Source: an optimization exercise on an open RTL-to-GDS flow (aim: small area and a short achievable clock period). Production flows keep margins and buffers that such runs may drop. At most, simulation tests tie the RTL to the original design; equivalence was not proved.

## kalman_range
module kalman_range (
    input               clk,
    input               rst_n,
    input       [18:0]  f_data_in,
    input       [18:0]  b_data_in,
    output      [6:0]   hex1,
    output      [6:0]   hex2,
    output      [6:0]   hex3,
    output      [6:0]   hex4,
    output      [6:0]   hex5,
    output      [6:0]   hex6,
    output      [6:0]   hex7,
    output      [6:0]   hex8,
    output      [12:0]  distance_data_f,
    output      [12:0]  distance_data_b
);
    reg     [2:0]   step;
    always @(posedge clk or negedge rst_n) begin
        if (!rst_n)
            step <= 3'd0;
        else if (step != 3'd5)
            step <= step + 3'd1;
    end
    reg     [15:0]   bsel;
    always @(*) begin
        case (step)
            3'd0: bsel = 16'b0100101001100010;    
            3'd1: bsel = 16'b0110010000010101;    
            3'd2: bsel = 16'b1000000000000000;    
            3'd3: bsel = 16'b0000100001001000;    
            3'd4: bsel = 16'b0001000010000100;    
            default: bsel = 16'b0000001100000010;    
        endcase
    end
    wire    [18:0]  filter_data_f;
    wire    [18:0]  filter_data_b;
    kalman_filter   f_kalman_filter(
        .clk        (clk),
        .rst_n      (rst_n),
        .data_in    (f_data_in),
        .bsel       (bsel),
        .data_out   (filter_data_f)
    );
    kalman_filter   b_kalman_filter(
        .clk        (clk),
        .rst_n      (rst_n),
        .data_in    (b_data_in),
        .bsel       (bsel),
        .data_out   (filter_data_b)
    );
    div100  f_div (.x(filter_data_f), .q(distance_data_f));
    div100  b_div (.x(filter_data_b), .q(distance_data_b));
    wire    [6:0]   rf;
    mod100  f_mod (.x(filter_data_f), .q(distance_data_f), .r(rf));
    seg_driver u_seg_driver(
        .clk        (clk),
        .rst_n      (rst_n),
        .alive      (step != 3'd0),
        .q_in       (distance_data_f),
        .r_in       (rf),
        .hex1       (hex1),
        .hex2       (hex2),
        .hex3       (hex3),
        .hex4       (hex4),
        .hex5       (hex5),
        .hex6       (hex6),
        .hex7       (hex7),
        .hex8       (hex8)
    );
endmodule
==> flow/config.mk <==
export PLATFORM = sky130hd
export DESIGN_NAME = kalman_range
export DESIGN_NICKNAME = kalman_range
export VERILOG_FILES = /design/flow/design.v
export SDC_FILE = /design/flow/constraint.sdc
export NUM_CORES = 4
export LEC_CHECK = 0
export ABC_AREA = 1
export CAP_MARGIN = 20
export CORE_MARGIN = 2
export CORE_UTILIZATION = 40
export CTS_BUF_LIST = sky130_fd_sc_hd__clkbuf_8
export PLACE_DENSITY = 0.6
export SLEW_MARGIN = 20
export SYNTH_HIERARCHICAL = 1
export SYNTH_MINIMUM_KEEP_SIZE = 0
==> flow/constraint.sdc <==
create_clock -name core_clock -period 140.0 [get_ports {clk}]
set_input_delay 28.0000 -clock core_clock [delete_from_list [all_inputs] [get_ports {clk}]]
set_output_delay 28.0000 -clock core_clock [all_outputs]
set_load 0.01 [all_outputs]
standard.sh (not shown) runs the stock make flow with config.mk's settings and CLKGATE_MAP_FILE= SYNTH_SCRIPT=/design/flow/synth_recipe.tcl, a recipe that flattens the netlist after the stock synthesis.
==> flow/flow/run.sh <==
#!/bin/bash
# The standard layout (the standard.sh: ORFS with the standard synthesis),
# with the port buffers that global placement inserts made buf_1 cells instead
# of the delay buffers buffer_ports picks on its own. Every port still gets
# its own buffer. ORFS writes each step's full log under orfs/logs; make's own
# output goes to flow_make.log here.
set -euo pipefail
export BUFFER_PORTS_ARGS="-buffer_cell sky130_fd_sc_hd__buf_1"
bash standard.sh finish > flow_make.log 2>&1
The starting point ran to the end with no violations.
Rerun with:
--- a/flow/design.v
+++ b/flow/design.v
@@ -1263,32 +1263,32 @@
 		reg		[6:0]	r1;
 		always @(posedge clk) begin
 			q1 <= q_in;
 			r1 <= r_in;
 		end
 		wire	[28:0]	q_s3 = {16'd0, q1} << 3;
 		wire	[28:0]	q_c3;
 		wire	[3:0]	qa0;
-		bcd_add3 u_qa0 (.d(q_s3[16:13]), .o(qa0));
+		bcd_add3s u_qa0 (.d(q_s3[15:13]), .o(qa0));
 		assign q_c3 = {q_s3[28:17], qa0, q_s3[12:0]};
 		wire	[28:0]	q_s4 = q_c3 << 1;
 		wire	[28:0]	q_c4;
 		wire	[3:0]	qa1;
 		bcd_add3 u_qa1 (.d(q_s4[16:13]), .o(qa1));
 		assign q_c4 = {q_s4[28:17], qa1, q_s4[12:0]};
 		wire	[28:0]	q_s5 = q_c4 << 1;
 		wire	[28:0]	q_c5;
 		wire	[3:0]	qa2;
 		bcd_add3 u_qa2 (.d(q_s5[16:13]), .o(qa2));
 		assign q_c5 = {q_s5[28:17], qa2, q_s5[12:0]};
 		wire	[28:0]	q_s6 = q_c5 << 1;
 		wire	[28:0]	q_c6;
 		wire	[3:0]	qa3;
-		bcd_add3 u_qa3 (.d(q_s6[20:17]), .o(qa3));
+		bcd_add3s u_qa3 (.d(q_s6[19:17]), .o(qa3));
 		wire	[3:0]	qa4;
 		bcd_add3 u_qa4 (.d(q_s6[16:13]), .o(qa4));
 		assign q_c6 = {q_s6[28:21], qa3, qa4, q_s6[12:0]};
 		wire	[28:0]	q_s7 = q_c6 << 1;
 		wire	[28:0]	q_c7;
 		wire	[3:0]	qa5;
 		bcd_add3 u_qa5 (.d(q_s7[20:17]), .o(qa5));
 		wire	[3:0]	qa6;
@@ -1299,17 +1299,17 @@
 		wire	[3:0]	qa7;
 		bcd_add3 u_qa7 (.d(q_s8[20:17]), .o(qa7));
 		wire	[3:0]	qa8;
 		bcd_add3 u_qa8 (.d(q_s8[16:13]), .o(qa8));
 		assign q_c8 = {q_s8[28:21], qa7, qa8, q_s8[12:0]};
 		wire	[28:0]	q_s9 = q_c8 << 1;
 		wire	[28:0]	q_c9;
 		wire	[3:0]	qa9;
-		bcd_add3 u_qa9 (.d(q_s9[24:21]), .o(qa9));
+		bcd_add3s u_qa9 (.d(q_s9[23:21]), .o(qa9));
 		wire	[3:0]	qa10;
 		bcd_add3 u_qa10 (.d(q_s9[20:17]), .o(qa10));
 		wire	[3:0]	qa11;
 		bcd_add3 u_qa11 (.d(q_s9[16:13]), .o(qa11));
 		assign q_c9 = {q_s9[28:25], qa9, qa10, qa11, q_s9[12:0]};
 		wire	[28:0]	q_s10 = q_c9 << 1;
 		wire	[28:0]	q_c10;
 		wire	[3:0]	qa12;
@@ -1335,17 +1335,17 @@
 		wire	[3:0]	qa19;
 		bcd_add3 u_qa19 (.d(q_s12[20:17]), .o(qa19));
 		wire	[3:0]	qa20;
 		bcd_add3 u_qa20 (.d(q_s12[16:13]), .o(qa20));
 		assign q_c12 = {q_s12[28:25], qa18, qa19, qa20, q_s12[12:0]};
 		wire	[28:0]	q_s13 = q_c12 << 1;
 		wire	[14:0]	r_s3 = {8'd0, r1} << 3;
 		wire	[3:0]	ra3;
-		bcd_add3 u_ra3 (.d(r_s3[10:7]), .o(ra3));
+		bcd_add3s u_ra3 (.d(r_s3[9:7]), .o(ra3));
 		wire	[14:0]	r_s4 = {r_s3[13:11], ra3, r_s3[6:0], 1'b0};
 		wire	[3:0]	ra4;
 		bcd_add3 u_ra4 (.d(r_s4[10:7]), .o(ra4));
 		wire	[14:0]	r_s5 = {r_s4[13:11], ra4, r_s4[6:0], 1'b0};
 		wire	[3:0]	ra5;
 		bcd_add3 u_ra5 (.d(r_s5[10:7]), .o(ra5));
 		wire	[14:0]	r_s6 = {r_s5[13:11], ra5, r_s5[6:0], 1'b0};
 		wire	[3:0]	ra6;
@@ -1403,16 +1403,22 @@
 		endfunction
 	endmodule
 module bcd_add3(input [3:0] d, output [3:0] o);
 	assign o = {d[3] | d[2] & (d[1] | d[0]),
 	            d[3] & d[0] | d[2] & ~d[1] & ~d[0],
 	            d[3] & ~d[0] | ~d[2] & d[1] | d[1] & d[0],
 	            d[3] & ~d[0] | ~d[3] & ~d[2] & d[0] | d[2] & d[1] & ~d[0]};
 endmodule
+module bcd_add3s(input [2:0] d, output [3:0] o);
+	assign o = {d[2] & (d[1] | d[0]),
+	            d[2] & ~d[1] & ~d[0],
+	            ~d[2] & d[1] | d[1] & d[0],
+	            ~d[2] & d[0] | d[2] & d[1] & ~d[0]};
+endmodule
 module kalman_range (
     input               clk,
     input               rst_n,
     input       [18:0]  f_data_in,
     input       [18:0]  b_data_in,
     output      [6:0]   hex1,
     output      [6:0]   hex2,
     output      [6:0]   hex3,
Flip-flop and latch count stays the same.
Global-route usage hardly moves.
Wire length stays flat.
Die area went down by 0.40%.
Worst setup slack gets worse by 0.088 ns.
Clock-buffer cell count went up by 2.
Clock skew barely changes.
First-iteration DRC count went up by 8.5%.
Design area went down by 0.81%.
Hold slack hardly moves.
Cell count went down by about 2.5%.
Utilization went down by 0.26 points.


== the reference run ==
Another version of the RTL of kalman_range (not shown whole).
Size in the first run: about 2,800 cells after synthesis, ~0.026 mm2 of cells after synthesis.
==> module seg_driver, before the edit <==
module seg_driver(
		input	wire		clk		,
		input	wire		rst_n	,
		input	wire		alive	,	 
		input	wire [12:0]	q_in	,
		input	wire [6:0]	r_in	,
		output	wire [6:0]	hex1	,
		output	wire [6:0]	hex2	,
		output	wire [6:0]	hex3	,
		output	wire [6:0]	hex4	,
		output	wire [6:0]	hex5	,
		output	wire [6:0]	hex6	,
		output	wire [6:0]	hex7	,
		output	wire [6:0]	hex8
	);
		reg		[12:0]	q1;
		reg		[6:0]	r1;
		always @(posedge clk) begin
			q1 <= q_in;
			r1 <= r_in;
		end
		function [3:0] add3;
			input [3:0] d;
			add3 = {d[3] | d[2] & (d[1] | d[0]),
			        d[3] & d[0] | d[2] & ~d[1] & ~d[0],
			        d[3] & ~d[0] | ~d[2] & d[1] | d[1] & d[0],
			        d[3] & ~d[0] | ~d[3] & ~d[2] & d[0] | d[2] & d[1] & ~d[0]};
		endfunction
		reg		[28:0]	sq;
		reg		[14:0]	sr;
		integer			i;
		always @(*) begin
			sq = {16'd0, q1};
			for (i = 0; i < 13; i = i + 1) begin
				sq[16:13] = add3(sq[16:13]);
				sq[20:17] = add3(sq[20:17]);
				sq[24:21] = add3(sq[24:21]);
				sq = sq << 1;
			end
			sr = {8'd0, r1};
			for (i = 0; i < 7; i = i + 1) begin
				sr[10:7]  = add3(sr[10:7]);
				sr = sr << 1;
			end
		end
		reg		[3:0]	point_3, point_2, point_1, cm_unit, cm_ten;
		reg		[2:0]	cm_hund;
		always @(posedge clk or negedge rst_n) begin
			if(!rst_n)begin
				point_3	<= 4'd8;
				point_2	<= 4'd8;
				point_1	<= 4'd8;
				cm_unit	<= 4'd8;
				cm_ten	<= 4'd8;
				cm_hund	<= 3'd7;
			end
			else begin
				point_3	<= sr[10:7];
				point_2	<= sr[14:11];
				point_1	<= sq[16:13];
				cm_unit	<= sq[20:17];
				cm_ten	<= sq[24:21];
				cm_hund	<= sq[27:25];
			end
		end
		assign hex1 = hex_data(point_3);
		assign hex2 = hex_data(point_2);
		assign hex3 = hex_data(point_1);
		assign hex4 = {1'b0, {6{alive}}};
		assign hex5 = hex_data(cm_unit);
		assign hex6 = hex_data(cm_ten);
		assign hex7 = hex_hund(cm_hund);
		assign hex8 = {7{alive}};
		function  [6:0]	hex_data;
			input   [3:0]	d;
			hex_data = ~{d[3] | d[2] ^ d[1] | d[1] & ~d[0],						 
			             d[3] | ~d[1] & ~d[0] | d[2] & ~d[1] | d[2] & ~d[0],	 
			             ~d[2] & ~d[0] | d[1] & ~d[0],							 
			             d[3] | ~d[2] & ~d[0] | ~d[2] & d[1] | d[1] & ~d[0] | d[2] & ~d[1] & d[0],	 
			             d[2] | ~d[1] | d[0],									 
			             ~d[2] | ~d[1] & ~d[0] | d[1] & d[0],					 
			             d[3] | d[1] | d[2] & d[0] | ~d[2] & ~d[0]};			 
		endfunction
		function  [6:0]	hex_hund;
			input   [2:0]	d;
			case (d)
				3'd0:    hex_hund = 7'b1000000;
				3'd1:    hex_hund = 7'b1111001;
				3'd2:    hex_hund = 7'b0100100;
				3'd3:    hex_hund = 7'b0110000;
				3'd4:    hex_hund = 7'b0011001;
				3'd5:    hex_hund = 7'b0010010;
				default: hex_hund = 7'b0000000;
			endcase
		endfunction
	endmodule
==> flow/config.mk <==
export PLATFORM = sky130hd
export DESIGN_NAME = kalman_range
export DESIGN_NICKNAME = kalman_range
export VERILOG_FILES = /design/flow/design.v
export SDC_FILE = /design/flow/constraint.sdc
export NUM_CORES = 4
export LEC_CHECK = 0
export CAP_MARGIN = 20
export CORE_MARGIN = 2
export CORE_UTILIZATION = 40
export PLACE_DENSITY = 0.6
export SLEW_MARGIN = 20
export SYNTH_HIERARCHICAL = 1
export SYNTH_MINIMUM_KEEP_SIZE = 0
==> flow/constraint.sdc <==
create_clock -name core_clock -period 140.0 [get_ports {clk}]
set_input_delay 28.0000 -clock core_clock [delete_from_list [all_inputs] [get_ports {clk}]]
set_output_delay 28.0000 -clock core_clock [all_outputs]
set_load 0.01 [all_outputs]
run.sh (not shown) runs the stock make flow with config.mk's settings and CLKGATE_MAP_FILE= SYNTH_SCRIPT=/design/flow/synth_recipe.tcl, a recipe that flattens the netlist after the stock synthesis.
Stock flow here: none of the scripts above is used.
The reference run finished all stages; the layout is clean.
For the trial run, these inputs were changed with respect to the reference run:
--- a/flow/design.v
+++ b/flow/design.v
@@ -1268,12 +1268,16 @@
 			r1 <= r_in;
 		end
 		function [3:0] add3;
 			input [3:0] d;
-			add3 = {d[3] | d[2] & (d[1] | d[0]),
-			        d[3] & d[0] | d[2] & ~d[1] & ~d[0],
-			        d[3] & ~d[0] | ~d[2] & d[1] | d[1] & d[0],
-			        d[3] & ~d[0] | ~d[3] & ~d[2] & d[0] | d[2] & d[1] & ~d[0]};
+			case (d)
+				4'd5:    add3 = 4'd8;
+				4'd6:    add3 = 4'd9;
+				4'd7:    add3 = 4'd10;
+				4'd8:    add3 = 4'd11;
+				4'd9:    add3 = 4'd12;
+				default: add3 = d;
+			endcase
 		endfunction
 		reg		[28:0]	sq;
 		reg		[14:0]	sr;
 		integer			i;
@@ -1316,31 +1320,26 @@
 		assign hex3 = hex_data(point_1);
 		assign hex4 = {1'b0, {6{alive}}};
 		assign hex5 = hex_data(cm_unit);
 		assign hex6 = hex_data(cm_ten);
-		assign hex7 = hex_hund(cm_hund);
+		assign hex7 = hex_data({cm_hund[2] & cm_hund[1] ? 4'd8 : {1'b0, cm_hund}});
 		assign hex8 = {7{alive}};
 		function  [6:0]	hex_data;
-			input   [3:0]	d;
-			hex_data = ~{d[3] | d[2] ^ d[1] | d[1] & ~d[0],						 
-			             d[3] | ~d[1] & ~d[0] | d[2] & ~d[1] | d[2] & ~d[0],	 
-			             ~d[2] & ~d[0] | d[1] & ~d[0],							 
-			             d[3] | ~d[2] & ~d[0] | ~d[2] & d[1] | d[1] & ~d[0] | d[2] & ~d[1] & d[0],	 
-			             d[2] | ~d[1] | d[0],									 
-			             ~d[2] | ~d[1] & ~d[0] | d[1] & d[0],					 
-			             d[3] | d[1] | d[2] & d[0] | ~d[2] & ~d[0]};			 
-		endfunction
-		function  [6:0]	hex_hund;
-			input   [2:0]	d;
-			case (d)
-				3'd0:    hex_hund = 7'b1000000;
-				3'd1:    hex_hund = 7'b1111001;
-				3'd2:    hex_hund = 7'b0100100;
-				3'd3:    hex_hund = 7'b0110000;
-				3'd4:    hex_hund = 7'b0011001;
-				3'd5:    hex_hund = 7'b0010010;
-				default: hex_hund = 7'b0000000;
-			endcase
+			input   [3:0]	data_i;
+			begin
+				case(data_i)
+					4'd0:hex_data = 7'b1000000;
+					4'd1:hex_data = 7'b1111001;
+					4'd2:hex_data = 7'b0100100;
+					4'd3:hex_data = 7'b0110000;
+					4'd4:hex_data = 7'b0011001;
+					4'd5:hex_data = 7'b0010010;
+					4'd6:hex_data = 7'b0000010;
+					4'd7:hex_data = 7'b1111000;
+					4'd9:hex_data = 7'b0010000;
+					default:hex_data = 7'b0000000;
+				endcase
+			end
 		endfunction
 	endmodule
 module kalman_range (
     input               clk,
==> run notes <==
Clock skew in the trial run is 0.016 ns below the reference run.
Slowest stage cell on the critical path: sky130_fd_sc_hd__fa_1 -> the trial run, sky130_fd_sc_hd__xor2_1 -> the reference run
Final period utilization was higher in the reference run than in the trial run.
| number of core rows | higher: the reference run |
When the trial run is set beside the reference run, its utilization after layout turns out to be 0.32 points larger.
Delta(final critical-path setup slack, the trial run - the reference run) > 0
The reference run ended up with b_kalman_filter.data_out[17] as its timing endpoint of the critical path; the trial run ended up with f_kalman_filter.data_out[17].
Function not checked in the trial run: the RTL went through the layout flow alone.

-- what the ideal ports hide --
No port has a modelled driver above. Below, the same layouts with a new extraction and two added sets of constraints.
Step 1: set_driving_cell puts a clkbuf_16 on clk and a buf_2 on each other input, an assumption about the parent block.
Step 2 moves the port delays by t, midway between the first and last clock arrival at a register: inputs arrive t later, outputs are due t later. That takes back most of the time a late clock gives input paths.
Slacks: no drivers / after step 1 / after step 2; pairs: no drivers / after step 1.
run | t (ns) | slack for setup (ns) | hold slack, ns | worst setup path at the end | worst data-port slew with drivers (ns)
the first run of note 1 | 0.445 | 105.674 / 105.703 / 105.259 | 0.336 / 0.336 / 0.336 | input to register | 0.12
the second run of note 1 | 0.451 | 105.586 / 105.613 / 105.162 | 0.337 / 0.337 / 0.337 | input to register | 0.06
the reference run | 0.447 | 104.138 / 104.175 / 103.728 | 0.333 / 0.333 / 0.333 | input to register | 0.05
the trial run | 0.425 | 104.479 / 104.513 / 104.088 | 0.358 / 0.358 / 0.358 | input to register | 0.06
After both steps every run listed still meets setup and hold. For the second run of note 1, which loses most, drivers alone change the setup slack by +0.027 ns; drivers and shift together by -0.424 ns.
